This is an optimization exercise on Yosys and OpenROAD, whose aim is small area and a short achievable clock period, not a production implementation. Only simulation tests tie the RTL to the original design; equivalence was not proved.

==> inputs of 01-03 <==
// multiplierTree
module multiplierTree (
    input clk,
    input rst,
    input en,
    input [31:0] a,
    input [31:0] b,
    output reg [63:0] c
);
==> flow/config.mk <==
export PLATFORM = sky130hd
export DESIGN_NAME = multiplierTree
export DESIGN_NICKNAME = multiplierTree
export VERILOG_FILES = /design/flow/design.v
export SDC_FILE = /design/flow/constraint.sdc
export NUM_CORES = 4
export LEC_CHECK = 0
export CAP_MARGIN = 20
export CORE_MARGIN = 2
export CORE_UTILIZATION = 40
export SLEW_MARGIN = 20
export SYNTH_HIERARCHICAL = 1
==> flow/constraint.sdc <==
create_clock -name core_clock -period 9.0 [get_ports {clk}]
set_input_delay 1.8000 -clock core_clock [delete_from_list [all_inputs] [get_ports {clk}]]
set_output_delay 1.8000 -clock core_clock [all_outputs]
set_load 0.01 [all_outputs]
standard.sh (not shown) runs the stock make flow with config.mk's settings and CLKGATE_MAP_FILE= SYNTH_SCRIPT=/design/flow/synth_recipe.tcl, a recipe that flattens the netlist after the stock synthesis.
==> flow/flow/run.sh <==
#!/bin/bash
# Standard synthesis and layout; before placement every cell is set to its
# smallest drive (flow/downsize.tcl) so that repair sizes up only what timing needs.
set -euo pipefail
here=$(pwd)
bash standard.sh synth > synth.log 2>&1
export POST_FLOORPLAN_TCL=$here/flow/downsize.tcl
bash standard.sh finish POST_FLOORPLAN_TCL=$here/flow/downsize.tcl > layout.log 2>&1
==> flow/flow/downsize.tcl <==
# Set every standard cell to the smallest drive of its function before
# placement; repair_design and repair_timing then size up what needs it.
set db [ord::get_db]
set smallest [dict create]
foreach lib [$db getLibs] {
  foreach m [$lib getMasters] {
    set n [$m getName]
    if {![regexp {^(sky130_fd_sc_hd__[a-z0-9]+)_([0-9]+)$} $n -> base drv]} { continue }
    if {[string match "*lpflow*" $n] || [string match "*probe*" $n]} { continue }
    set a [expr {[$m getWidth] * [$m getHeight]}]
    if {![dict exists $smallest $base]} {
      dict set smallest $base [list $m $a $drv]
    } else {
      lassign [dict get $smallest $base] bm ba bd
      if {$a < $ba || ($a == $ba && $drv > $bd)} {
        dict set smallest $base [list $m $a $drv]
      }
    }
  }
}
set count 0
foreach inst [[ord::get_db_block] getInsts] {
  set m [$inst getMaster]
  set n [$m getName]
  if {![regexp {^(sky130_fd_sc_hd__[a-z0-9]+)_([0-9]+)$} $n -> base drv]} { continue }
  if {[string match "*df*" $base] || [string match "*clkbuf*" $base]} { continue }
  if {![dict exists $smallest $base]} { continue }
  set sm [lindex [dict get $smallest $base] 0]
  if {[$sm getName] ne $n} {
    $inst swapMaster $sm
    incr count
  }
}
puts "downsize: swapped $count instances"
==> inputs of 11-28, as changes to 01-03 <==
==> flow/run.sh (new file) <==
#!/bin/bash
# synth_recipe.tcl (not shown) runs the flow's synth.tcl, then flattens the netlist and writes it again
# the make line also repeats each setting of config.mk as NAME=value (left out here)
make -C /OpenROAD-flow-scripts/flow DESIGN_CONFIG=/design/flow/config.mk WORK_HOME=/design/flow/orfs CLKGATE_MAP_FILE= SYNTH_SCRIPT=/design/flow/synth_recipe.tcl finish
removed: flow/flow/run.sh
removed: flow/flow/downsize.tcl
removed: flow/standard.sh
==> notes.md <==
Clock network contribution to total cell area: 11-28 1.80%; 01-03 2.03%
GP Congestion: 11-28 0.918; 01-03 0.908
NonClk Buf Share: 11-28 6.68%; 01-03 7.44%
Pre-CTS setup slack: 11-28 1.14 ns; 01-03 1.17 ns
Register-to-register setup slack: 11-28 1.07 ns; 01-03 1.03 ns
Multi-input gate share of total cell area: 11-28 78.0%; 01-03 75.8%
Reg2reg start: 11-28 B[21]; 01-03 B[17]
Placed wire-length estimate after detailed placement: 11-28 70,600 um; 01-03 66,300 um
Run status: 11-28 finished clean; 01-03 finished clean
Slowest cell delay on critical path: 11-28 0.68 ns; 01-03 0.65 ns
CP endpoint: 11-28 c[53]; 01-03 c[57]
Final setup skew: 11-28 0.0352 ns; 01-03 0.0201 ns
Standard cell area after detailed placement: 11-28 0.0320 mm2; 01-03 0.0290 mm2
Number of placed instances with taps included: 11-28 3,755; 01-03 3,759
Remaining max-slew budget at the tightest pin: 11-28 25.3%; 01-03 24.4%
Metal2 WL: 11-28 45,800 um; 01-03 40,700 um
Final setup slack of the worst path: 11-28 1.07 ns; 01-03 1.03 ns
Data arrival time at the worst-slack endpoint: 11-28 8.28 ns; 01-03 8.31 ns
Share of layout cells above drive strength 1: 11-28 28.1%; 01-03 12.5%

static timing again, ports no longer ideal:
No port has a modelled driver above. Below, the same layouts with a new extraction and two added sets of constraints. Step 1: set_driving_cell puts a clkbuf_16 on clk and a buf_2 on each other input, an assumption about the parent block. Step 2 also shifts input and output timing later by t, the mid clock arrival at the registers, as if the neighbouring blocks saw the same clock. Slacks: ideal / step 1 / step 2; pairs: ideal / step 1.
run	t (ns)	setup WS [ns]	latest minus earliest clock arrival (ns)	slew at the worst register clock pin (ns)	pins driven straight from the clock port
01-03	0.545	1.025 / 1.025 / 1.025	0.021 / 0.020	0.09 / 0.09	1
11-28	0.568	1.065 / 1.065 / 1.065	0.035 / 0.035	0.09 / 0.09	1
After both steps setup and hold are still met in every run listed.
